Context: an optimization exercise on an open-source flow, tuned for small area. The choices shown serve that exercise and are no tape-out recipe.
Where RTL was checked, it was by simulation tests only, not by an equivalence proof against the original.
The RTL of run 3 was laid out without a check of its function.

==> config.mk <==
export PLATFORM = sky130hd
export DESIGN_NAME = cordic_oscillator
export DESIGN_NICKNAME = cordic_oscillator
export VERILOG_FILES = /design/flow/design.v
export SDC_FILE = /design/flow/constraint.sdc
export NUM_CORES = 4
export LEC_CHECK = 0
export ABC_AREA = 1
export CAP_MARGIN = 20
export CORE_MARGIN = 2
export CORE_UTILIZATION = 40
export CTS_BUF_LIST = sky130_fd_sc_hd__clkbuf_8
export CTS_CLUSTER_DIAMETER = 60
export CTS_CLUSTER_SIZE = 16
export SLEW_MARGIN = 20
==> constraint.sdc <==
create_clock -name core_clock -period 5.5 [get_ports {clk}]
set_input_delay 1.1000 -clock core_clock [delete_from_list [all_inputs] [get_ports {clk}]]
set_output_delay 1.1000 -clock core_clock [all_outputs]
set_load 0.01 [all_outputs]
==> design.v <==
module cordic_pipelined (
    input  wire        clk,
    input  wire        rst,
    input  wire [19:0] z_in,
    output reg  [15:0] x_out,
    output reg  [15:0] y_out,
    output wire        valid_out
);
    reg signed [16:0] z_1_q1;
    reg signed [14:0] z_3_q2;
    reg signed [12:0] z_5_q3;
    reg signed [10:0] z_7_q4;
    reg signed [9:0] z_9_q5;
    reg signed [6:0] z_12_q6;
    reg [0:0] d_6_q4;
    reg [0:0] d_5_q4;
    reg [0:0] d_4_q3;
    reg [0:0] d_4_q4;
    reg [0:0] d_3_q3;
    reg [0:0] d_3_q4;
    reg [0:0] d_2_q2;
    reg [0:0] d_2_q3;
    reg [0:0] d_2_q4;
    reg [0:0] d_1_q2;
    reg [0:0] d_1_q3;
    reg [0:0] d_1_q4;
    reg [0:0] d_0_q1;
    reg [0:0] d_0_q2;
    reg [0:0] d_0_q3;
    reg [0:0] d_0_q4;
    reg signed [15:0] x_9_q5;
    reg signed [15:0] y_9_q5;
    reg [0:0] d_11_q6;
    reg signed [15:0] x_11_q6;
    reg signed [15:0] y_11_q6;
    reg [0:0] dn_11_q6;
    reg [0:0] d_14_q7;
    reg signed [15:0] x_14_q7;
    reg signed [15:0] y_14_q7;
    reg [0:0] dn_14_q7;
    reg [0:0] d_15_q7;
    reg [0:0] dn_15_q7;
    reg [0:0] negx_q1;
    reg [0:0] negx_q2;
    reg [0:0] negx_q3;
    reg [0:0] negx_q4;
    reg [0:0] negx_q5;
    reg [0:0] negx_q6;
    reg [0:0] negx_q7;
    reg [0:0] negy_q1;
    reg [0:0] negy_q2;
    reg [0:0] negy_q3;
    reg [0:0] negy_q4;
    reg [0:0] negy_q5;
    reg [0:0] negy_q6;
    reg [0:0] negy_q7;
    always @(posedge clk) begin   
        z_1_q1 <= z_1;
        d_0_q1 <= d_0;
        negx_q1 <= negx;
        negy_q1 <= negy;
    end
    always @(posedge clk) begin   
        z_3_q2 <= z_3;
        d_2_q2 <= d_2;
        d_1_q2 <= d_1;
        d_0_q2 <= d_0_q1;
        negx_q2 <= negx_q1;
        negy_q2 <= negy_q1;
    end
    always @(posedge clk) begin   
        z_5_q3 <= z_5;
        d_4_q3 <= d_4;
        d_3_q3 <= d_3;
        d_2_q3 <= d_2_q2;
        d_1_q3 <= d_1_q2;
        d_0_q3 <= d_0_q2;
        negx_q3 <= negx_q2;
        negy_q3 <= negy_q2;
    end
    always @(posedge clk) begin   
        z_7_q4 <= z_7;
        d_6_q4 <= d_6;
        d_5_q4 <= d_5;
        d_4_q4 <= d_4_q3;
        d_3_q4 <= d_3_q3;
        d_2_q4 <= d_2_q3;
        d_1_q4 <= d_1_q3;
        d_0_q4 <= d_0_q3;
        negx_q4 <= negx_q3;
        negy_q4 <= negy_q3;
    end
    always @(posedge clk) begin   
        z_9_q5 <= z_9;
        x_9_q5 <= x_9;
        y_9_q5 <= y_9;
        negx_q5 <= negx_q4;
        negy_q5 <= negy_q4;
    end
    always @(posedge clk) begin   
        z_12_q6 <= z_12;
        d_11_q6 <= d_11;
        x_11_q6 <= x_11;
        y_11_q6 <= y_11;
        dn_11_q6 <= dn_11;
        negx_q6 <= negx_q5;
        negy_q6 <= negy_q5;
    end
    always @(posedge clk) begin   
        d_14_q7 <= d_14;
        x_14_q7 <= x_14;
        y_14_q7 <= y_14;
        dn_14_q7 <= dn_14;
        d_15_q7 <= d_15;
        dn_15_q7 <= dn_15;
        negx_q7 <= negx_q6;
        negy_q7 <= negy_q6;
    end
    wire signed [19:0] z = z_in;
    wire w_dn = z > 20'sd205887;             
    wire w_up = z <= -20'sd205887;           
    wire ge0   = w_dn ? z >= 20'sd411774 : w_up ? z >= -20'sd411774 : z >= 20'sd0;
    wire lepi2 = w_dn ? z <= 20'sd514717 : w_up ? z <= -20'sd308831 : z <= 20'sd102943;
    wire gempi2 = w_dn ? z >= 20'sd308831 : w_up ? z >= -20'sd514717 : z >= -20'sd102943;
    wire [1:0] qf = !ge0 ? (gempi2 ? 2'b11 : 2'b10) : (lepi2 ? 2'b00 : 2'b01);
    wire negz = qf != 2'b00;
    reg [16:0] c1;
    always @* begin
        case ({w_dn, w_up, qf})
            4'b0000: c1 = 17'h136f1;
            4'b0001: c1 = 17'h05b30;
            4'b0010: c1 = 17'h1a4d0;
            4'b0011: c1 = 17'h136f1;
            4'b1000: c1 = 17'h0ee73;
            4'b1001: c1 = 17'h0a3ae;
            4'b1010: c1 = 17'h1ed4e;
            4'b1011: c1 = 17'h17f6f;
            4'b0100: c1 = 17'h17f6f;
            4'b0101: c1 = 17'h012b2;
            4'b0110: c1 = 17'h15c52;
            4'b0111: c1 = 17'h0ee73;
            default: c1 = 17'h00000;
        endcase
    end
    wire d_0 = qf == 2'b10;
    wire negx = qf == 2'b01 || qf == 2'b10;
    wire negy = qf == 2'b11;
    wire [16:0] zn = z[16:0] ^ {17{negz}};
    wire [16:0] zn1 = {16'd0, negz};
    wire signed [16:0] z_1 = zn + c1 + zn1;
    wire [0:0] d_1 = z_1_q1[16];
    wire signed [15:0] z_2 = z_1_q1 + (d_1 ? 16'sd30385 : -16'sd30385);
    wire [0:0] d_2 = z_2[15];
    wire signed [14:0] zpa_1 = z_1_q1 + (d_1 ? 15'sd46439 : -15'sd14331);
    wire signed [14:0] zpb_1 = z_1_q1 + (d_1 ? 15'sd14331 : -15'sd46439);
    wire signed [14:0] z_3 = d_2 ? zpa_1 : zpb_1;
    wire [0:0] d_3 = z_3_q2[14];
    wire signed [13:0] z_4 = z_3_q2 + (d_3 ? 14'sd8149 : -14'sd8149);
    wire [0:0] d_4 = z_4[13];
    wire signed [12:0] zpa_3 = z_3_q2 + (d_3 ? 13'sd12239 : -13'sd4059);
    wire signed [12:0] zpb_3 = z_3_q2 + (d_3 ? 13'sd4059 : -13'sd12239);
    wire signed [12:0] z_5 = d_4 ? zpa_3 : zpb_3;
    wire [0:0] d_5 = z_5_q3[12];
    wire signed [11:0] z_6 = z_5_q3 + (d_5 ? 12'sd2047 : -12'sd2047);
    wire [0:0] d_6 = z_6[11];
    wire signed [10:0] zpa_5 = z_5_q3 + (d_5 ? 11'sd3070 : -11'sd1024);
    wire signed [10:0] zpb_5 = z_5_q3 + (d_5 ? 11'sd1024 : -11'sd3070);
    wire signed [10:0] z_7 = d_6 ? zpa_5 : zpb_5;
    wire [0:0] d_7 = z_7_q4[10];
    wire signed [10:0] z_8 = z_7_q4 + (d_7 ? 11'sd511 : -11'sd511);
    wire [0:0] d_8 = z_8[10];
    wire signed [9:0] zpa_7 = z_7_q4 + (d_7 ? 10'sd766 : -10'sd256);
    wire signed [9:0] zpb_7 = z_7_q4 + (d_7 ? 10'sd256 : -10'sd766);
    wire signed [9:0] z_9 = d_8 ? zpa_7 : zpb_7;
    wire [0:0] d_9 = z_9_q5[9];
    wire signed [8:0] z_10 = z_9_q5 + (d_9 ? 9'sd127 : -9'sd127);
    wire [0:0] d_10 = z_10[8];
    wire signed [7:0] z_11 = z_10 + (d_10 ? 8'sd63 : -8'sd63);
    wire [0:0] d_11 = z_11[7];
    wire signed [6:0] z_12 = z_11 + (d_11 ? 7'sd31 : -7'sd31);
    wire [0:0] d_12 = z_12_q6[6];
    wire signed [5:0] z_13 = z_12_q6 + (d_12 ? 6'sd15 : -6'sd15);
    wire [0:0] d_13 = z_13[5];
    wire signed [4:0] z_14 = z_13 + (d_13 ? 5'sd7 : -5'sd7);
    wire [0:0] d_14 = z_14[4];
    wire signed [4:0] z_15 = z_14 + (d_14 ? 5'sd3 : -5'sd3);
    wire [0:0] d_15 = z_15[4];
    function [31:0] xy_table(input [6:0] d);
        case (d)
            7'd0: xy_table = {16'hf604, 16'h3f33};
            7'd1: xy_table = {16'h3f38, 16'h09fe};
            7'd2: xy_table = {16'h2c94, 16'h2dec};
            7'd3: xy_table = {16'h2dee, 16'hd36c};
            7'd4: xy_table = {16'h14ed, 16'h3c79};
            7'd5: xy_table = {16'h3c7d, 16'heb12};
            7'd6: xy_table = {16'h3cf0, 16'h138a};
            7'd7: xy_table = {16'h138c, 16'hc310};
            7'd8: xy_table = {16'h05e1, 16'h3fb8};
            7'd9: xy_table = {16'h3fbc, 16'hfa1f};
            7'd10: xy_table = {16'h3682, 16'h2189};
            7'd11: xy_table = {16'h218b, 16'hc97e};
            7'd12: xy_table = {16'h232c, 16'h3575};
            7'd13: xy_table = {16'h3578, 16'hdcd2};
            7'd14: xy_table = {16'h3fe0, 16'h03f3};
            7'd15: xy_table = {16'h03f3, 16'hc020};
            7'd16: xy_table = {16'hfdf7, 16'h3ff4};
            7'd17: xy_table = {16'h3ff8, 16'h020b};
            7'd18: xy_table = {16'h31f2, 16'h2803};
            7'd19: xy_table = {16'h2805, 16'hce0e};
            7'd20: xy_table = {16'h1c4c, 16'h3966};
            7'd21: xy_table = {16'h3968, 16'he3b3};
            7'd22: xy_table = {16'h3ee6, 16'h0bcf};
            7'd23: xy_table = {16'h0bcf, 16'hc11a};
            7'd24: xy_table = {16'h0dc3, 16'h3e7e};
            7'd25: xy_table = {16'h3e80, 16'hf23d};
            7'd26: xy_table = {16'h3a42, 16'h1a7d};
            7'd27: xy_table = {16'h1a7f, 16'hc5be};
            7'd28: xy_table = {16'h298d, 16'h30ad};
            7'd29: xy_table = {16'h30ad, 16'hd673};
            7'd30: xy_table = {16'h3fde, 16'hfbf8};
            7'd31: xy_table = {16'hfbf6, 16'hc022};
            7'd32: xy_table = {16'hf9fa, 16'h3fb4};
            7'd33: xy_table = {16'h3fb8, 16'h0608};
            7'd34: xy_table = {16'h2f5b, 16'h2b0d};
            7'd35: xy_table = {16'h2b0d, 16'hd0a5};
            7'd36: xy_table = {16'h18a9, 16'h3b0e};
            7'd37: xy_table = {16'h3b10, 16'he756};
            7'd38: xy_table = {16'h3e0a, 16'h0fb5};
            7'd39: xy_table = {16'h0fb5, 16'hc1f6};
            7'd40: xy_table = {16'h09d7, 16'h3f3c};
            7'd41: xy_table = {16'h3f3e, 16'hf629};
            7'd42: xy_table = {16'h387e, 16'h1e12};
            7'd43: xy_table = {16'h1e12, 16'hc782};
            7'd44: xy_table = {16'h266f, 16'h332a};
            7'd45: xy_table = {16'h332a, 16'hd98f};
            7'd46: xy_table = {16'h3ffe, 16'hfff5};
            7'd47: xy_table = {16'hfff3, 16'hc002};
            7'd48: xy_table = {16'h01f5, 16'h3ff6};
            7'd49: xy_table = {16'h3ff8, 16'hfe0d};
            7'd50: xy_table = {16'h3457, 16'h24d2};
            7'd51: xy_table = {16'h24d2, 16'hcba9};
            7'd52: xy_table = {16'h1fd1, 16'h3786};
            7'd53: xy_table = {16'h3786, 16'he02e};
            7'd54: xy_table = {16'h3f82, 16'h07dd};
            7'd55: xy_table = {16'h07db, 16'hc07e};
            7'd56: xy_table = {16'h11a2, 16'h3d84};
            7'd57: xy_table = {16'h3d84, 16'hee5e};
            7'd58: xy_table = {16'h3bcb, 16'h16cd};
            7'd59: xy_table = {16'h16cd, 16'hc435};
            7'd60: xy_table = {16'h2c82, 16'h2dfc};
            7'd61: xy_table = {16'h2dfa, 16'hd37e};
            7'd62: xy_table = {16'h3f7b, 16'hf7fe};
            7'd63: xy_table = {16'hf7fa, 16'hc084};
            7'd64: xy_table = {16'hf7fe, 16'h3f7b};
            7'd65: xy_table = {16'h3f80, 16'h0804};
            7'd66: xy_table = {16'h2dfc, 16'h2c82};
            7'd67: xy_table = {16'h2c82, 16'hd204};
            7'd68: xy_table = {16'h16cd, 16'h3bcb};
            7'd69: xy_table = {16'h3bcd, 16'he932};
            7'd70: xy_table = {16'h3d84, 16'h11a2};
            7'd71: xy_table = {16'h11a2, 16'hc27c};
            7'd72: xy_table = {16'h07dd, 16'h3f82};
            7'd73: xy_table = {16'h3f84, 16'hf823};
            7'd74: xy_table = {16'h3786, 16'h1fd1};
            7'd75: xy_table = {16'h1fd1, 16'hc87a};
            7'd76: xy_table = {16'h24d2, 16'h3457};
            7'd77: xy_table = {16'h3456, 16'hdb2c};
            7'd78: xy_table = {16'h3ff6, 16'h01f5};
            7'd79: xy_table = {16'h01f3, 16'hc00a};
            7'd80: xy_table = {16'hfff5, 16'h3ffe};
            7'd81: xy_table = {16'h4000, 16'h000d};
            7'd82: xy_table = {16'h332a, 16'h266f};
            7'd83: xy_table = {16'h266f, 16'hccd6};
            7'd84: xy_table = {16'h1e12, 16'h387e};
            7'd85: xy_table = {16'h387e, 16'he1ed};
            7'd86: xy_table = {16'h3f3c, 16'h09d7};
            7'd87: xy_table = {16'h09d5, 16'hc0c4};
            7'd88: xy_table = {16'h0fb5, 16'h3e0a};
            7'd89: xy_table = {16'h3e0a, 16'hf04b};
            7'd90: xy_table = {16'h3b0e, 16'h18a9};
            7'd91: xy_table = {16'h18a9, 16'hc4f2};
            7'd92: xy_table = {16'h2b0d, 16'h2f5b};
            7'd93: xy_table = {16'h2f59, 16'hd4f3};
            7'd94: xy_table = {16'h3fb4, 16'hf9fa};
            7'd95: xy_table = {16'hf9f6, 16'hc04c};
            7'd96: xy_table = {16'hfbf8, 16'h3fde};
            7'd97: xy_table = {16'h3fe0, 16'h040a};
            7'd98: xy_table = {16'h30ad, 16'h298d};
            7'd99: xy_table = {16'h298b, 16'hcf53};
            7'd100: xy_table = {16'h1a7d, 16'h3a42};
            7'd101: xy_table = {16'h3a42, 16'he582};
            7'd102: xy_table = {16'h3e7e, 16'h0dc3};
            7'd103: xy_table = {16'h0dc1, 16'hc182};
            7'd104: xy_table = {16'h0bcf, 16'h3ee6};
            7'd105: xy_table = {16'h3ee6, 16'hf431};
            7'd106: xy_table = {16'h3966, 16'h1c4c};
            7'd107: xy_table = {16'h1c4a, 16'hc69a};
            7'd108: xy_table = {16'h2803, 16'h31f2};
            7'd109: xy_table = {16'h31f0, 16'hd7fb};
            7'd110: xy_table = {16'h3ff4, 16'hfdf7};
            7'd111: xy_table = {16'hfdf3, 16'hc00c};
            7'd112: xy_table = {16'h03f3, 16'h3fe0};
            7'd113: xy_table = {16'h3fe0, 16'hfc0f};
            7'd114: xy_table = {16'h3575, 16'h232c};
            7'd115: xy_table = {16'h232a, 16'hca8b};
            7'd116: xy_table = {16'h2189, 16'h3682};
            7'd117: xy_table = {16'h3680, 16'hde76};
            7'd118: xy_table = {16'h3fb8, 16'h05e1};
            7'd119: xy_table = {16'h05dd, 16'hc048};
            7'd120: xy_table = {16'h138a, 16'h3cf0};
            7'd121: xy_table = {16'h3cee, 16'hec76};
            7'd122: xy_table = {16'h3c79, 16'h14ed};
            7'd123: xy_table = {16'h14eb, 16'hc387};
            7'd124: xy_table = {16'h2dec, 16'h2c94};
            7'd125: xy_table = {16'h2c90, 16'hd214};
            7'd126: xy_table = {16'h3f33, 16'hf604};
            7'd127: xy_table = {16'hf5fe, 16'hc0ce};
        endcase
    endfunction
    wire [31:0] tab = xy_table({d_6_q4, d_5_q4, d_4_q4, d_3_q4, d_2_q4, d_1_q4, d_0_q4});
    wire signed [15:0] x_7 = tab[31:16];
    wire signed [15:0] y_7 = tab[15:0];
    wire signed [15:0] mx_7 = {16{~d_7}}, my_7 = {16{d_7}};
    wire signed [15:0] xo_7 = (y_7 >>> 7) ^ mx_7;
    wire signed [15:0] yo_7 = (x_7 >>> 7) ^ my_7;
    wire signed [15:0] cx_7 = {15'd0, ~d_7}, cy_7 = {15'd0, d_7};
    wire signed [15:0] x_8 = x_7 + xo_7 + cx_7;
    wire signed [15:0] y_8 = y_7 + yo_7 + cy_7;
    wire signed [7:0] xh4 = x_8[15:8];
    wire signed [7:0] yh4 = y_8[15:8];
    wire signed [9:0] rxe_8 = {2'd0, x_8[7:0]};
    wire signed [9:0] rye_8 = {2'd0, y_8[7:0]};
    wire dn_8 = ~d_8;
    wire signed [9:0] mx_8 = {10{dn_8}}, my_8 = {10{d_8}};
    wire signed [9:0] ox_8 = yh4 >>> 0, oy_8 = xh4 >>> 0;
    wire signed [9:0] cx_8 = {9'd0, dn_8}, cy_8 = {9'd0, d_8};
    wire signed [9:0] rx_9 = rxe_8 + (ox_8 ^ mx_8) + cx_8;
    wire signed [9:0] ry_9 = rye_8 + (oy_8 ^ my_8) + cy_8;
    wire signed [7:0] xh_p4 = xh4 + 8'sd1, xh_m4 = xh4 - 8'sd1;
    wire signed [7:0] xs_9 = rx_9[9] ? xh_m4 : rx_9[8] ? xh_p4 : xh4;
    wire signed [7:0] yh_p4 = yh4 + 8'sd1, yh_m4 = yh4 - 8'sd1;
    wire signed [7:0] ys_9 = ry_9[9] ? yh_m4 : ry_9[8] ? yh_p4 : yh4;
    wire signed [15:0] x_9 = {xs_9, rx_9[7:0]};
    wire signed [15:0] y_9 = {ys_9, ry_9[7:0]};
    wire signed [9:0] xh5 = x_9_q5[15:6];
    wire signed [9:0] yh5 = y_9_q5[15:6];
    wire signed [7:0] rxe_9 = {2'd0, x_9_q5[5:0]};
    wire signed [7:0] rye_9 = {2'd0, y_9_q5[5:0]};
    wire dn_9 = ~d_9;
    wire signed [7:0] mx_9 = {8{dn_9}}, my_9 = {8{d_9}};
    wire signed [7:0] ox_9 = yh5 >>> 3, oy_9 = xh5 >>> 3;
    wire signed [7:0] cx_9 = {7'd0, dn_9}, cy_9 = {7'd0, d_9};
    wire signed [7:0] rx_10 = rxe_9 + (ox_9 ^ mx_9) + cx_9;
    wire signed [7:0] ry_10 = rye_9 + (oy_9 ^ my_9) + cy_9;
    wire signed [9:0] xh_p5 = xh5 + 10'sd1, xh_m5 = xh5 - 10'sd1;
    wire signed [9:0] xs_10 = rx_10[7] ? xh_m5 : rx_10[6] ? xh_p5 : xh5;
    wire signed [9:0] yh_p5 = yh5 + 10'sd1, yh_m5 = yh5 - 10'sd1;
    wire signed [9:0] ys_10 = ry_10[7] ? yh_m5 : ry_10[6] ? yh_p5 : yh5;
    wire dn_10 = ~d_10;
    wire signed [7:0] mx_10 = {8{dn_10}}, my_10 = {8{d_10}};
    wire signed [7:0] ox_10 = ys_10 >>> 4, oy_10 = xs_10 >>> 4;
    wire signed [7:0] cx_10 = {7'd0, dn_10}, cy_10 = {7'd0, d_10};
    wire signed [7:0] rx_11 = rx_10 + (ox_10 ^ mx_10) + cx_10;
    wire signed [7:0] ry_11 = ry_10 + (oy_10 ^ my_10) + cy_10;
    wire signed [9:0] xs_11 = rx_11[7] ? xh_m5 : rx_11[6] ? xh_p5 : xh5;
    wire signed [9:0] ys_11 = ry_11[7] ? yh_m5 : ry_11[6] ? yh_p5 : yh5;
    wire signed [15:0] x_11 = {xs_11, rx_11[5:0]};
    wire signed [15:0] y_11 = {ys_11, ry_11[5:0]};
    wire signed [10:0] xh6 = x_11_q6[15:5];
    wire signed [10:0] yh6 = y_11_q6[15:5];
    wire signed [6:0] rxe_11 = {2'd0, x_11_q6[4:0]};
    wire signed [6:0] rye_11 = {2'd0, y_11_q6[4:0]};
    wire dn_11 = ~d_11;
    wire signed [6:0] mx_11 = {7{dn_11_q6}}, my_11 = {7{d_11_q6}};
    wire signed [6:0] ox_11 = yh6 >>> 6, oy_11 = xh6 >>> 6;
    wire signed [6:0] cx_11 = {6'd0, dn_11_q6}, cy_11 = {6'd0, d_11_q6};
    wire signed [6:0] rx_12 = rxe_11 + (ox_11 ^ mx_11) + cx_11;
    wire signed [6:0] ry_12 = rye_11 + (oy_11 ^ my_11) + cy_11;
    wire signed [10:0] xh_p6 = xh6 + 11'sd1, xh_m6 = xh6 - 11'sd1;
    wire signed [10:0] xs_12 = rx_12[6] ? xh_m6 : rx_12[5] ? xh_p6 : xh6;
    wire signed [10:0] yh_p6 = yh6 + 11'sd1, yh_m6 = yh6 - 11'sd1;
    wire signed [10:0] ys_12 = ry_12[6] ? yh_m6 : ry_12[5] ? yh_p6 : yh6;
    wire dn_12 = ~d_12;
    wire signed [6:0] mx_12 = {7{dn_12}}, my_12 = {7{d_12}};
    wire signed [6:0] ox_12 = ys_12 >>> 7, oy_12 = xs_12 >>> 7;
    wire signed [6:0] cx_12 = {6'd0, dn_12}, cy_12 = {6'd0, d_12};
    wire signed [6:0] rx_13 = rx_12 + (ox_12 ^ mx_12) + cx_12;
    wire signed [6:0] ry_13 = ry_12 + (oy_12 ^ my_12) + cy_12;
    wire signed [10:0] xs_13 = rx_13[6] ? xh_m6 : rx_13[5] ? xh_p6 : xh6;
    wire signed [10:0] ys_13 = ry_13[6] ? yh_m6 : ry_13[5] ? yh_p6 : yh6;
    wire dn_13 = ~d_13;
    wire signed [6:0] mx_13 = {7{dn_13}}, my_13 = {7{d_13}};
    wire signed [6:0] ox_13 = ys_13 >>> 8, oy_13 = xs_13 >>> 8;
    wire signed [6:0] cx_13 = {6'd0, dn_13}, cy_13 = {6'd0, d_13};
    wire signed [6:0] rx_14 = rx_13 + (ox_13 ^ mx_13) + cx_13;
    wire signed [6:0] ry_14 = ry_13 + (oy_13 ^ my_13) + cy_13;
    wire signed [10:0] xs_14 = rx_14[6] ? xh_m6 : rx_14[5] ? xh_p6 : xh6;
    wire signed [10:0] ys_14 = ry_14[6] ? yh_m6 : ry_14[5] ? yh_p6 : yh6;
    wire signed [15:0] x_14 = {xs_14, rx_14[4:0]};
    wire signed [15:0] y_14 = {ys_14, ry_14[4:0]};
    wire signed [13:0] xh7 = x_14_q7[15:2];
    wire signed [13:0] yh7 = y_14_q7[15:2];
    wire signed [3:0] rxe_14 = {2'd0, x_14_q7[1:0]};
    wire signed [3:0] rye_14 = {2'd0, y_14_q7[1:0]};
    wire dn_14 = ~d_14;
    wire signed [3:0] mx_14 = {4{dn_14_q7}}, my_14 = {4{d_14_q7}};
    wire signed [3:0] ox_14 = yh7 >>> 12, oy_14 = xh7 >>> 12;
    wire signed [3:0] cx_14 = {3'd0, dn_14_q7}, cy_14 = {3'd0, d_14_q7};
    wire signed [3:0] rx_15 = rxe_14 + (ox_14 ^ mx_14) + cx_14;
    wire signed [3:0] ry_15 = rye_14 + (oy_14 ^ my_14) + cy_14;
    wire signed [13:0] xh_p7 = xh7 + 14'sd1, xh_m7 = xh7 - 14'sd1;
    wire signed [13:0] xs_15 = rx_15[3] ? xh_m7 : rx_15[2] ? xh_p7 : xh7;
    wire signed [13:0] yh_p7 = yh7 + 14'sd1, yh_m7 = yh7 - 14'sd1;
    wire signed [13:0] ys_15 = ry_15[3] ? yh_m7 : ry_15[2] ? yh_p7 : yh7;
    wire dn_15 = ~d_15;
    wire signed [3:0] mx_15 = {4{dn_15_q7}}, my_15 = {4{d_15_q7}};
    wire signed [3:0] ox_15 = ys_15 >>> 13, oy_15 = xs_15 >>> 13;
    wire signed [3:0] cx_15 = {3'd0, dn_15_q7}, cy_15 = {3'd0, d_15_q7};
    wire signed [3:0] rx_16 = rx_15 + (ox_15 ^ mx_15) + cx_15;
    wire signed [3:0] ry_16 = ry_15 + (oy_15 ^ my_15) + cy_15;
    wire signed [13:0] xs_16 = rx_16[3] ? xh_m7 : rx_16[2] ? xh_p7 : xh7;
    wire signed [13:0] ys_16 = ry_16[3] ? yh_m7 : ry_16[2] ? yh_p7 : yh7;
    wire signed [15:0] x_16 = {xs_16, rx_16[1:0]};
    wire signed [15:0] y_16 = {ys_16, ry_16[1:0]};
    always @(posedge clk) begin
        x_out <= negx_q7 ? -x_16 : x_16;
        y_out <= negy_q7 ? -y_16 : y_16;
    end
    reg [3:0] vcnt;
    always @(posedge clk)
        if (rst) vcnt <= 0;
        else if (vcnt != 8) vcnt <= vcnt + 1'b1;
    assign valid_out = vcnt == 8;
endmodule
module add_rca #(parameter W = 16) (
    input  wire [W-1:0] a,
    input  wire [W-1:0] b,
    input  wire         ci,
    output wire [W-1:0] s
);
    wire [W:0] c;
    assign c[0] = ci;
    genvar i;
    generate
        for (i = 0; i < W; i = i + 1) begin : bit_
            assign s[i]   = a[i] ^ b[i] ^ c[i];
            assign c[i+1] = (a[i] & b[i]) | (c[i] & (a[i] ^ b[i]));
        end
    endgenerate
endmodule
module add_csel #(parameter W = 16, parameter LO = 8) (
    input  wire [W-1:0] a,
    input  wire [W-1:0] b,
    input  wire         ci,
    output wire [W-1:0] s
);
    wire [LO:0] c;
    assign c[0] = ci;
    wire [W-1:LO] h0, h1;
    wire [W:LO] c0, c1;
    assign c0[LO] = 1'b0;
    assign c1[LO] = 1'b1;
    genvar i;
    generate
        for (i = 0; i < LO; i = i + 1) begin : lo_
            assign s[i]   = a[i] ^ b[i] ^ c[i];
            assign c[i+1] = (a[i] & b[i]) | (c[i] & (a[i] ^ b[i]));
        end
        for (i = LO; i < W; i = i + 1) begin : hi_
            assign h0[i]   = a[i] ^ b[i] ^ c0[i];
            assign c0[i+1] = (a[i] & b[i]) | (c0[i] & (a[i] ^ b[i]));
            assign h1[i]   = a[i] ^ b[i] ^ c1[i];
            assign c1[i+1] = (a[i] & b[i]) | (c1[i] & (a[i] ^ b[i]));
        end
    endgenerate
    assign s[W-1:LO] = c[LO] ? h1 : h0;
endmodule
module add_cla2 #(parameter W = 16) (
    input  wire [W-1:0] a,
    input  wire [W-1:0] b,
    input  wire         ci,
    output wire [W-1:0] s
);
    wire [W-1:0] g = a & b;
    wire [W-1:0] p = a ^ b;
    wire [W:0] c;
    assign c[0] = ci;
    genvar i;
    generate
        for (i = 0; i < W; i = i + 1) begin : bit_
            if (i % 2 == 0)
                assign c[i+1] = g[i] | (p[i] & c[i]);
            else
                assign c[i+1] = g[i] | (p[i] & g[i-1]) | (p[i] & p[i-1] & c[i-1]);
        end
    endgenerate
    assign s = p ^ c[W-1:0];
endmodule
module cordic_oscillator (
    input  wire               clk,
    input  wire               rst,
    input  wire               ce,
    input  wire signed [31:0] tuning_word,
    output wire signed [15:0] sin_out,
    output wire signed [15:0] cos_out,
    output wire               valid_out
);
    localparam [31:0] TWO_PI = 32'h6487ED51;
    reg  [31:0] phase_acc;
    wire [31:0] n  = phase_acc + tuning_word;
    wire [31:0] n1 = phase_acc + tuning_word - TWO_PI;
    wire [31:0] n2 = phase_acc + tuning_word + TWO_PI;
    always @(posedge clk) begin
        if (rst)
            phase_acc <= 32'd0;
        else if (ce)
            phase_acc <= (!n[31] && !n1[31]) ? n1 : n[31] ? n2 : n;
    end
    cordic_pipelined core (
        .clk(clk), .rst(rst), .z_in(phase_acc[31:12]),
        .x_out(cos_out), .y_out(sin_out), .valid_out(valid_out));
endmodule
==> run.sh <==
#!/bin/bash
# synth_recipe.tcl (not shown) runs the flow's synth.tcl, then flattens the netlist and writes it again
# the make line also repeats each setting of config.mk as NAME=value (left out here)
make -C /OpenROAD-flow-scripts/flow DESIGN_CONFIG=/design/flow/config.mk WORK_HOME=/design/flow/orfs CLKGATE_MAP_FILE= SYNTH_SCRIPT=/design/flow/synth_recipe.tcl finish
==> impl_metrics.py, run 1 <==
metrics = {
    "floorplan": {
        "rows": 100,
        "die_x_um": 279,
        "coreArea_mm2": 0.0747,
        "die_area_mm2": 0.0780,
        "initial_utilization_pct": 40.6,
        "io_pins": 68,
        "die_h_um": 279,
    },
    "synth": {
        "synth_compound_area_share_pct": 17.3,
        "synth-edff-count": 0,
        "synth_adder_area_share_pct": 13.6,
        "yosysTopAreaCell": "dfxtp_1",
        "ys_top_cells_by_area": "dfxtp_1, ha_1, nand2_1",
        "ys_top_cells_by_count": "nand2_1, inv_1, xor2_1, nor2_1, o21ai_0",
        "yosys_warnings": 8,
        "synth_xor_area_share_pct": 13.2,
        "avgSynthCellArea_um2": 6.64,
        "yosysMostFrequentCell": "nand2_1",
        "ys_ff_latch": 297,
        "synth_area_mm2": 0.0303,
        "synth_nets": 4914,
        "synth_cell_types": 71,
        "yosys-mux-area-fraction_pct": 0.165,
        "synth_top_family_by_area": "simple AND/OR/NAND/NOR gates",
        "synthArstFlopShare_pct": 0,
        "ys_seq_area_share_pct": 19.6,
        "synth_cells": 4565,
        "synthFlopType": "dfxtp_1",
        "yosys.area_share.simple_pct": 26.0,
        "synth_top_area_share_pct": 19.6,
    },
    "routing": {
        "num_vias": 30400,
        "drt_iter0_markers": 2067,
        "dr.pass1.iters": 9,
        "wire_per_inst_um": 17.0,
        "vias_per_cell": 5.29,
        "finalWirelength_um": 97900,
        "drc": 0,
        "postRouteAntennaNets": 0,
    },
    "cts": {
        "numCtsBuffers": 36,
        "cts_sinks": 297,
        "cts-root-buf": "clkbuf_8",
        "clk_latency_ns": 0.63,
        "cts_tree": "yes",
        "postCtsHoldBufs": 0,
        "clockBufferDepth": 3,
        "clk_transition_reported_paths_ns": 0.09,
        "htree_num_levels": 2,
    },
    "cells_and_area": {
        "fin_area_mm2": 0.0345,
        "regArea_mm2": 0.00597,
        "nets": 5100,
        "final_util_pct": 46.2,
        "final_cells": 5749,
        "syn_to_final_growth_pct": 13.8,
        "drive_above_1_share_pct": 9.71,
        "multiInputGateArea_mm2": 0.0217,
        "fillers": 7770,
    },
    "sta": {
        "final_max_slew_viol_count": 0,
        "clock_skew_ns": 0.0462,
        "worstMarginPinSlew_ns": 1.07,
        "finalSetupViolCount": 0,
        "max_slew_margin_pct": 28.9,
        "fmax_mhz": 193,
        "finalCritPeriodShare_pct": 94.4,
        "finalHoldViolations": 0,
        "fin_crit_ns": 5.19,
    },
    "setup_path": {
        "end_kind": "register",
        "crit_type": "reg -> reg",
        "cp-start-kind": "register",
        "r2r_cells": 35,
        "critPathSlowestCell": "fa_2",
        "worstPathArrival_ns": 5.76,
        "cp_data_required_time_ns": 6.07,
        "r2r-end": "core.y_14_q7[12]$_DFF_P_",
        "critPathMaxStageDelay_ns": 0.41,
        "path_max_fanout": 8,
        "r2r-start": "core.d_11_q6$_DFF_P_",
        "rrSetupSlack_ns": 0.31,
        "crit_top_cell": "nand2_1",
    },
    "worst_hold_path": {
        "whs_endpoint": "core.negx_q6$_DFF_P_",
        "worstHoldPathType": "reg -> reg",
        "worstHoldStart": "core.negx_q5$_DFF_P_",
        "holdPathStages": 0,
    },
    "place": {
        "place_area_mm2": 0.0332,
        "numPortBuffers": 67,
        "gp_congestion": 1.04,
        "dpl.cell_count": 5668,
        "dpl.hpwl_um": 77600,
    },
    "global_route": {
        "grt.overflow.total": 0,
        "antenna_found_initial": 1,
        "grt_pass1_vias": 28800,
        "grt_pass1_wl_um": 154000,
        "grt_use_total_pct": 24.6,
        "grt_max_degree": 66,
    },
    "status": {
        "status": "no timing/DRC/antenna violations",
    },
    "flow_run": {
        "maxCapViolCount": 0,
    },
}
## routing by layer
metal / track usage, % / share of wire, % / routed length (um) / vias up
met5: 0 / 0 / 0 / -
met4: 11.8 / 5.0 / 4940 / 0
met3: 2.89 / 5.6 / 5520 / 268
met2: 42.4 / 47 / 45800 / 928
met1: 30.5 / 43 / 41700 / 13800
li1: - / - / - / 15400
## worst max-delay path, delay by kind of cell, from the launching register on
family          cells  cell delay [ns]
fa+ha+maj           3             1.04
simple gates       20             2.07
buf+inv             4             0.41
flops               1             0.39
xor+xnor            2             0.34
compound gates      6             0.91
## cells in the final DEF, fill, tap and decap left out, types with 38 or more instances in the layout
| cell type | count |
|---|---|
| a21oi_1 | 278 |
| buf_4 | 211 |
| clkbuf_8 | 38 |
| clkdlybuf4s50_1 | 67 |
| dfxtp_1 | 284 |
| ha_1 | 285 |
| inv_1 | 625 |
| nand2_1 | 920 |
| nand3_1 | 265 |
| nand4_1 | 58 |
| nor2_1 | 350 |
| nor3_1 | 67 |
| o211ai_1 | 70 |
| o21ai_0 | 320 |
| xnor2_1 | 76 |
| xor2_1 | 360 |
## logic make-up (layout without fill, tap and decap cells)
logic type,Yosys count,in the layout
flip-flops,297,297
buffers and inverters,787,998
AND/OR/NAND/NOR,1807,1809
XOR/XNOR,452,452
other,0,2
adder cells (fa/ha/maj),314,314
AO/OA/AOI/OAI,903,903
multiplexers,5,5
## per-stage QoR
stage	TNS, ns	setup slack, ns	hold WS, ns
after floorplan	0	0.0605	0.310
after global placement	-4.14	-0.218	0.310
after detailed placement	-7.22	-0.276	0.315
after CTS	0	0.0408	0.336
after global routing	-0.359	-0.0429	0.342
final	0	0.306	0.333
## area by class of cell
| type | count | area share, % |
|---|---|---|
| sequential | 297 | 17.3 |
| timing repair buffer | 283 | 6.78 |
| clock buffer | 38 | 1.52 |
| inverter | 650 | 7.08 |
| multi-input combinational | 3483 | 62.9 |
| antenna | 2 | 0.0145 |
| tap | 969 | 3.52 |
| clock inverter | 27 | 0.878 |
## worst max path at each step
stage	endpoint	depth (start not counted)	startpoint
2_1_floorplan	phase_acc[15]$_SDFFE_PP0P_	32	tuning_word[0]
3_3_place_gp	phase_acc[18]$_SDFFE_PP0P_	32	tuning_word[0]
3_5_place_dp	phase_acc[18]$_SDFFE_PP0P_	32	tuning_word[0]
4_1_cts	core.y_14_q7[12]$_DFF_P_	36	core.d_11_q6$_DFF_P_
5_1_grt	core.y_14_q7[5]$_DFF_P_	40	core.d_11_q6$_DFF_P_
6_report	core.y_14_q7[12]$_DFF_P_	35	core.d_11_q6$_DFF_P_
## flip-flops by register name, summed over array words and instances (netlist names), 4 cells and up
| register | flops |
|---|---|
| core.z_7_q4 | 11 |
| core.tab | 31 |
| core.y_14_q7 | 16 |
| core.x_14_q7 | 16 |
| core.z_1_q1 | 17 |
| core.y_9_q5 | 16 |
| core.x_out | 16 |
| core.vcnt | 4 |
| core.y_11_q6 | 16 |
| core.x_9_q5 | 16 |
| core.z_12_q6 | 7 |
| core.y_out | 16 |
| core.z_9_q5 | 10 |
| core.z_5_q3 | 13 |
| core.z_3_q2 | 15 |
| core.x_11_q6 | 16 |
| phase_acc | 32 |
## timing repair
| item | CTS | global route |
|---|---|---|
| gates cloned | 0 | 2 |
| setup endpoints to repair | 11 | 71 |
| pin swaps | 0 | 24 |
| setup buffers | 0 | 12 |
| gates resized for setup | 6 | 89 |
==> run 2, diff against run 1 <==
--- a/design.v
+++ b/design.v
@@ -165,5 +165,3 @@
     wire [0:0] d_6 = z_6[11];
-    wire signed [10:0] zpa_5 = z_5_q3 + (d_5 ? 11'sd3070 : -11'sd1024);
-    wire signed [10:0] zpb_5 = z_5_q3 + (d_5 ? 11'sd1024 : -11'sd3070);
-    wire signed [10:0] z_7 = d_6 ? zpa_5 : zpb_5;
+    wire signed [10:0] z_7 = z_6 + (d_6 ? 11'sd1023 : -11'sd1023);
     wire [0:0] d_7 = z_7_q4[10];
==> impl_metrics.py, run 2 <==
metrics = {
    "cells_and_area": {
        "final_cell_mix": "nand2_1, inv_1, nor2_1, xor2_1, o21ai_0",
        "final_cells": 5796,
        "layout_commonest_cell": "nand2_1",
        "drive_above_1_share_pct": 9.87,
        "largest_reg_flops": 32,
        "top_register": "phase_acc",
        "final_util_pct": 46.3,
        "fin_area_mm2": 0.0347,
        "syn_to_final_growth_pct": 14.3,
        "nets": 5138,
    },
    "sta": {
        "fin_crit_ns": 5.31,
        "max_slew_margin_pct": 42.2,
        "grt_setup_unrepaired": "yes",
        "worstMarginPinSlew_ns": 0.866,
        "setup_tns_ns": 0,
        "fmax_mhz": 188,
        "final_max_slew_viol_count": 0,
        "finalCritPeriodShare_pct": 96.5,
        "finalHoldViolations": 0,
        "finalSetupViolCount": 0,
        "clock_skew_ns": 0.0574,
        "fin_ws_ns": 0.194,
    },
    "synth": {
        "synth_nets": 4950,
        "avgSynthCellArea_um2": 6.59,
        "synth-edff-count": 0,
        "yosysMostFrequentCell": "nand2_1",
        "synth_top_area_share_pct": 19.6,
        "synthFlopType": "dfxtp_1",
        "synthArstFlopShare_pct": 0,
        "ys_ff_latch": 297,
        "synth_cell_types": 70,
        "synth_area_mm2": 0.0303,
        "yosys_warnings": 6,
        "ys_top_cells_by_count": "nand2_1, inv_1, nor2_1, xor2_1, o21ai_0",
        "synth_cells": 4603,
        "ys_seq_area_share_pct": 19.6,
        "ys_top_cells_by_area": "dfxtp_1, ha_1, nand2_1",
        "yosysTopAreaCell": "dfxtp_1",
    },
    "cts": {
        "cts_tree": "yes",
        "clk_latency_ns": 0.66,
        "numCtsBuffers": 39,
        "clk_transition_reported_paths_ns": 0.08,
        "htree_num_levels": 2,
        "cts_sinks": 297,
        "clockBufferDepth": 3,
        "cts-root-buf": "clkbuf_8",
        "postCtsHoldBufs": 0,
    },
    "floorplan": {
        "io_pins": 68,
        "coreArea_mm2": 0.0748,
        "die_area_mm2": 0.0781,
        "die_h_um": 279,
        "initial_utilization_pct": 40.5,
        "rows": 100,
        "die_x_um": 279,
    },
    "place": {
        "dpl.hpwl_um": 75500,
        "gp_congestion": 1.03,
        "dpl.cell_count": 5703,
        "place_area_mm2": 0.0332,
        "pre_cts_slack_ns": -0.377,
        "numPortBuffers": 67,
    },
    "setup_path": {
        "cp.buffers_inverters": 4,
        "path_max_fanout": 6,
        "critPathSlowestCell": "dfxtp_4",
        "cp_data_required_time_ns": 6.01,
        "cp-startpoint": "core.dn_11_q6$_DFF_P_",
        "path_delay_family": "simple AND/OR/NAND/NOR gates",
        "rrSetupSlack_ns": 0.19,
        "critPathMaxStageDelay_ns": 0.37,
        "worstPathArrival_ns": 5.82,
        "r2r-end": "core.x_14_q7[7]$_DFF_P_",
        "r2r_cells": 42,
        "end_kind": "register",
        "crit_type": "reg -> reg",
        "cp-start-kind": "register",
        "r2r-start": "core.dn_11_q6$_DFF_P_",
        "crit_top_cell": "nand2_2",
    },
    "routing": {
        "wire_per_inst_um": 16.4,
        "vias_per_cell": 5.24,
        "drt_iter0_markers": 2247,
        "finalWirelength_um": 94800,
        "dr.pass1.iters": 6,
        "postRouteAntennaNets": 0,
        "num_vias": 30400,
        "drc": 0,
    },
    "global_route": {
        "grt_pass1_vias": 28600,
        "antenna_found_initial": 2,
        "grt_use_total_pct": 23.7,
        "grt_pass1_wl_um": 150000,
        "grt_max_degree": 53,
        "grt.overflow.total": 0,
    },
    "worst_hold_path": {
        "worstHoldPathType": "reg -> reg",
        "whs_endpoint": "core.negx_q5$_DFF_P_",
        "worstHoldStart": "core.negx_q4$_DFF_P_",
        "holdPathStages": 0,
    },
    "flow_run": {
        "maxCapViolCount": 0,
    },
    "status": {
        "status": "no timing/DRC/antenna violations",
    },
}
## run 2: cell count changes after synthesis, moves of 11 or more
cell      previous run  this run
nor2_1             356       400
nand3_2             30         5
a31oi_1             27        46
inv_1              628       646
o21ai_0            328       312
xor2_1             366       350
clkbuf_1            95        81
xnor2_1             80        94
o211ai_1            70        57
o221ai_1            19        32
a41oi_1             12         1
## run 2: what timing repair did
item                                    CTS  global route
resized for setup                         9           123
setup buffers                             0            15
pin swaps                                 0            44
cloned                                    0             1
endpoints found under the setup margin   11            73
endpoints found under the hold margin     0             0
## run 2: cells by family after synthesis
logic type	synth area share, %
AO/OA/AOI/OAI	17.7
XOR/XNOR	13.7
adder cells (fa/ha/maj)	13.5
buffers and inverters	10.3
flip-flops	19.6
AND/OR/NAND/NOR	25.2
## run 2: stage by stage
stage,hold WS [ns]
after floorplan,0.310
after CTS,0.332
final,0.327
after global placement,0.312
after detailed placement,0.312
after global routing,0.333
## run 2: worst max-delay path by stage
stage / slack [ns] / endpoint / cells after the start
after floorplan: 0.23 / core.x_14_q7[11]$_DFF_P_ / 41
after global placement: -0.31 / phase_acc[15]$_SDFFE_PP0P_ / 27
after detailed placement: -0.38 / phase_acc[15]$_SDFFE_PP0P_ / 27
after CTS: 0.02 / core.x_14_q7[7]$_DFF_P_ / 42
after global routing: -0.21 / core.x_14_q7[11]$_DFF_P_ / 42
final: 0.19 / core.x_14_q7[7]$_DFF_P_ / 42
## run 2: layout make-up
type                    count  area (um^2)
flip-flops and latches    297         5960
well taps                 969         1210
fillers                  7795        40100
diodes                      5         12.5
inverters                 673         2530
clock buffers              41          564
repair buffers            281         2360
multi-input cells        3499        21700
clock inverters            31          355
## run 2: routing by layer
metal	vias to the layer above	track usage [%]	share of wire, %	wire (um)
met1	13700	29.9	44	41500
li1	15500	-	-	-
met5	-	0	0	0
met3	241	3.86	6.1	5780
met2	893	40.6	46	43800
met4	0	8.73	3.9	3710
## run 2: worst register-to-register path: cells and delay by family, from the launching register on
family / cells / cell delay, ns
XOR/XNOR: 2 / 0.30
adder cells (fa/ha/maj): 3 / 1.00
flip-flops: 1 / 0.37
buffers and inverters: 4 / 0.49
AND/OR/NAND/NOR: 27 / 2.18
AO/OA/AOI/OAI: 6 / 0.83
==> run 3, diff against run 2 <==
--- a/design.v
+++ b/design.v
@@ -153,5 +153,3 @@
     wire [0:0] d_2 = z_2[15];
-    wire signed [14:0] zpa_1 = z_1_q1 + (d_1 ? 15'sd46439 : -15'sd14331);
-    wire signed [14:0] zpb_1 = z_1_q1 + (d_1 ? 15'sd14331 : -15'sd46439);
-    wire signed [14:0] z_3 = d_2 ? zpa_1 : zpb_1;
+    wire signed [14:0] z_3 = z_2 + (d_2 ? 15'sd16054 : -15'sd16054);
     wire [0:0] d_3 = z_3_q2[14];
@@ -159,5 +157,3 @@
     wire [0:0] d_4 = z_4[13];
-    wire signed [12:0] zpa_3 = z_3_q2 + (d_3 ? 13'sd12239 : -13'sd4059);
-    wire signed [12:0] zpb_3 = z_3_q2 + (d_3 ? 13'sd4059 : -13'sd12239);
-    wire signed [12:0] z_5 = d_4 ? zpa_3 : zpb_3;
+    wire signed [12:0] z_5 = z_4 + (d_4 ? 13'sd4090 : -13'sd4090);
     wire [0:0] d_5 = z_5_q3[12];
@@ -169,5 +165,3 @@
     wire [0:0] d_8 = z_8[10];
-    wire signed [9:0] zpa_7 = z_7_q4 + (d_7 ? 10'sd766 : -10'sd256);
-    wire signed [9:0] zpb_7 = z_7_q4 + (d_7 ? 10'sd256 : -10'sd766);
-    wire signed [9:0] z_9 = d_8 ? zpa_7 : zpb_7;
+    wire signed [9:0] z_9 = z_8 + (d_8 ? 10'sd255 : -10'sd255);
     wire [0:0] d_9 = z_9_q5[9];
@@ -418,15 +412,25 @@
     wire signed [3:0] ry_16 = ry_15 + (oy_15 ^ my_15) + cy_15;
-    wire signed [13:0] xs_16 = rx_16[3] ? xh_m7 : rx_16[2] ? xh_p7 : xh7;
-    wire signed [13:0] ys_16 = ry_16[3] ? yh_m7 : ry_16[2] ? yh_p7 : yh7;
-    wire signed [15:0] x_16 = {xs_16, rx_16[1:0]};
-    wire signed [15:0] y_16 = {ys_16, ry_16[1:0]};
-    always @(posedge clk) begin
-        x_out <= negx_q7 ? -x_16 : x_16;
-        y_out <= negy_q7 ? -y_16 : y_16;
+    wire signed [13:0] xh_m27 = xh7 - 14'sd2;
+    wire x_z = rx_16[1:0] == 2'd0;
+    wire [1:0] x_eff = {rx_16[3], rx_16[2]} - {1'b0, negx_q7 & x_z};
+    reg signed [13:0] x_hv;
+    always @* case (x_eff) 2'b10: x_hv = xh_m27; 2'b11: x_hv = xh_m7; 2'b01: x_hv = xh_p7; default: x_hv = xh7; endcase
+    wire [1:0] x_lo = (rx_16[1:0] ^ {2{negx_q7}}) + {1'd0, negx_q7};
+    wire [15:0] x_fin = {x_hv ^ {14{negx_q7}}, x_lo};
+    wire signed [13:0] yh_m27 = yh7 - 14'sd2;
+    wire y_z = ry_16[1:0] == 2'd0;
+    wire [1:0] y_eff = {ry_16[3], ry_16[2]} - {1'b0, negy_q7 & y_z};
+    reg signed [13:0] y_hv;
+    always @* case (y_eff) 2'b10: y_hv = yh_m27; 2'b11: y_hv = yh_m7; 2'b01: y_hv = yh_p7; default: y_hv = yh7; endcase
+    wire [1:0] y_lo = (ry_16[1:0] ^ {2{negy_q7}}) + {1'd0, negy_q7};
+    wire [15:0] y_fin = {y_hv ^ {14{negy_q7}}, y_lo};
+    always @* begin
+        x_out = x_fin;
+        y_out = y_fin;
     end
-    reg [3:0] vcnt;
+    reg [2:0] vcnt;
     always @(posedge clk)
         if (rst) vcnt <= 0;
-        else if (vcnt != 8) vcnt <= vcnt + 1'b1;
-    assign valid_out = vcnt == 8;
+        else if (vcnt != 7) vcnt <= vcnt + 1'b1;
+    assign valid_out = vcnt == 7;
 endmodule
==> impl_metrics.py, run 3 <==
metrics = {
    "sta": {
        "hold-worst-slack_ns": 0.323,
        "clock_skew_ns": 0.0503,
        "worstMarginPinSlew_ns": 0.884,
        "fin_crit_ns": 5.92,
        "finalCritPeriodShare_pct": 108,
        "fin_ws_ns": -0.417,
        "final_max_slew_viol_count": 0,
        "fmax_mhz": 169,
        "finalHoldViolations": 0,
        "max_slew_margin_pct": 40.7,
        "finalSetupViolCount": 25,
        "grt_setup_unrepaired": "yes",
    },
    "synth": {
        "synthFlopType": "dfxtp_1",
        "synth_area_mm2": 0.0310,
        "synth_cells": 4732,
        "yosys_warnings": 2,
        "ys_top_cells_by_area": "dfxtp_1, ha_1, nand2_1",
        "yosysMostFrequentCell": "nand2_1",
        "ys_seq_area_share_pct": 17.0,
        "synthArstFlopShare_pct": 0,
        "ys_top_cells_by_count": "nand2_1, inv_1, nor2_1, xor2_1, nand3_1",
        "synth_nets": 5100,
        "yosysTopAreaCell": "dfxtp_1",
        "ys_ff_latch": 264,
        "avgSynthCellArea_um2": 6.56,
        "synth-edff-count": 0,
        "synth_cell_types": 78,
        "synth_top_area_share_pct": 17.0,
    },
    "place": {
        "place_area_mm2": 0.0348,
        "dpl.hpwl_um": 80600,
        "gp_congestion": 1.02,
        "numPortBuffers": 67,
        "dpl.cell_count": 6028,
    },
    "routing": {
        "finalWirelength_um": 102000,
        "num_vias": 32200,
        "dr.pass1.iters": 6,
        "drc": 0,
        "vias_per_cell": 5.23,
        "wire_per_inst_um": 16.6,
        "drt_iter0_markers": 1987,
        "postRouteAntennaNets": 0,
    },
    "floorplan": {
        "die_x_um": 283,
        "die_h_um": 283,
        "rows": 102,
        "die_area_mm2": 0.0798,
        "io_pins": 68,
        "coreArea_mm2": 0.0771,
        "initial_utilization_pct": 40.3,
    },
    "setup_path": {
        "cp-start-kind": "register",
        "worstPathArrival_ns": 4.82,
        "path_delay_family": "simple AND/OR/NAND/NOR gates",
        "crit_cells": 30,
        "cp_data_required_time_ns": 4.40,
        "r2r-start": "core.x_11_q6[12]$_DFF_P_",
        "end_kind": "output pin",
        "path_max_fanout": 5,
        "cp-startpoint": "core.x_14_q7[3]$_DFF_P_",
        "critPathSlowestCell": "fa_1",
        "r2r-end": "core.y_14_q7[7]$_DFF_P_",
        "crit_type": "reg -> out",
        "rrSetupSlack_ns": 0.12,
        "r2r_cells": 38,
        "endpoint": "sin_out[15]",
        "critPathMaxStageDelay_ns": 0.46,
        "cp.buffers_inverters": 3,
    },
    "cts": {
        "cts_tree": "yes",
        "htree_num_levels": 2,
        "numCtsBuffers": 38,
        "clockBufferDepth": 3,
        "clk_latency_ns": 0.63,
        "postCtsHoldBufs": 0,
        "cts-root-buf": "clkbuf_8",
        "clk_transition_reported_paths_ns": 0.09,
        "cts_sinks": 264,
    },
    "status": {
        "so_faults": "negative setup slack",
        "status": "complete, but fails checks",
    },
    "cells_and_area": {
        "final_cells": 6150,
        "final_cell_mix": "nand2_1, inv_1, nor2_1, xor2_1, buf_4",
        "syn_to_final_growth_pct": 20.0,
        "layout_commonest_cell": "nand2_1",
        "fin_area_mm2": 0.0373,
        "multiInputGateArea_mm2": 0.0237,
        "regArea_mm2": 0.00532,
        "fillers": 8041,
        "largest_reg_flops": 32,
        "drive_above_1_share_pct": 16.5,
        "final_util_pct": 48.3,
        "top_register": "phase_acc",
        "nets": 5447,
    },
    "global_route": {
        "grt_pass1_vias": 30300,
        "grt_pass1_wl_um": 160000,
        "antenna_found_initial": 5,
        "grt_use_total_pct": 24.9,
        "grt.overflow.total": 0,
        "grt_max_degree": 55,
    },
    "flow_run": {
        "maxCapViolCount": 0,
    },
    "worst_hold_path": {
        "worstHoldPathType": "reg -> reg",
    },
}
==> run 3: area by class of cell <==
cell class,instances,area share [%]
timing repair inverter,2,0.0336
antenna,2,0.0134
sequential,264,14.3
multi-input combinational,3685,63.6
clock inverter,28,0.806
clock buffer,41,1.51
timing repair buffer,447,9.74
inverter,641,6.51
tap,1040,3.49
==> run 3: worst reg2reg max path, delay by kind of cell, from the launching register on <==
kind | cells | cell delay [ns]
AO/OA/AOI/OAI | 9 | 1.44
AND/OR/NAND/NOR | 17 | 1.39
adder cells (fa/ha/maj) | 3 | 0.92
XOR/XNOR | 4 | 0.76
buffers and inverters | 5 | 0.45
flip-flops | 1 | 0.34
==> run 3: stage by stage <==
stage	setup WS, ns	TNS (ns)
6_report	-0.417	-8.37
5_1_grt	-0.811	-19.38
4_1_cts	-0.535	-11.07
3_5_place_dp	-0.290	-9.37
3_3_place_gp	-0.201	-4.88
2_1_floorplan	0.0428	0
==> run 3: kinds of logic (layout without fill, tap and decap cells) <==
kind of cell	Yosys count	after routing	synth area share (%)
flops	264	264	17.0
simple gates	1953	1953	27.4
compound gates	898	898	17.1
xor+xnor	499	499	14.3
fa+ha+maj	333	333	14.1
buf+inv	783	1159	9.99
mux	2	2	0.0645
other cells	0	2	0
==> run 3: worst min-delay path by stage <==
| stage | start | endpoint | cells past startpoint |
|---|---|---|---|
| after floorplan | core.d_0_q1$_DFF_P_ | core.d_0_q2$_DFF_P_ | 0 |
| after global placement | core.negx_q2$_DFF_P_ | core.negx_q3$_DFF_P_ | 0 |
| after detailed placement | core.negx_q4$_DFF_P_ | core.negx_q5$_DFF_P_ | 0 |
| after CTS | core.negy_q2$_DFF_P_ | core.negy_q3$_DFF_P_ | 0 |
| after global routing | core.negy_q2$_DFF_P_ | core.negy_q3$_DFF_P_ | 0 |
| final | core.negy_q2$_DFF_P_ | core.negy_q3$_DFF_P_ | 0 |
==> run 3: layer usage <==
layer | part of all wire, % | GRT usage (%)
met2 | 47 | 43.2
met5 | 0.028 | 0
met4 | 4.0 | 9.99
met3 | 5.7 | 3.87
met1 | 43 | 30.7
==> run 3: what timing repair did <==
item	CTS	global route
buffers inserted	27	24
setup endpoints to repair	40	79
gates resized for setup	189	238
pin swaps	43	140
gates cloned	4	3

## separate check: timing with driven ports
In the flow no input, the clock included, has a driving cell. The finished layouts below were timed again as built, in two steps. Step 1, drivers: a clkbuf_16 drives clk and a buf_2 each remaining input, both assumed. Step 2, shift: input delay + t, output delay - t, t = (earliest + latest rising clock arrival at the registers) / 2. This alone moves slack from input paths to output paths. Slacks: ideal ports / drivers / drivers and shift; pairs: ideal ports / drivers.
run	t, ns	slack for setup (ns)	cell pins on the clock port's net
run 1	0.665	0.306 / 0.306 / -0.183	1
run 2	0.686	0.194 / 0.194 / -0.154	1
run 3	0.663	-0.417 / -0.473 / -0.182	1
With both steps, setup timing fails in run 1 and run 2, where it was met with ideal ports. The setup slack of run 1, which loses most, moves by 0.000 ns with the drivers and by -0.489 ns with both steps.
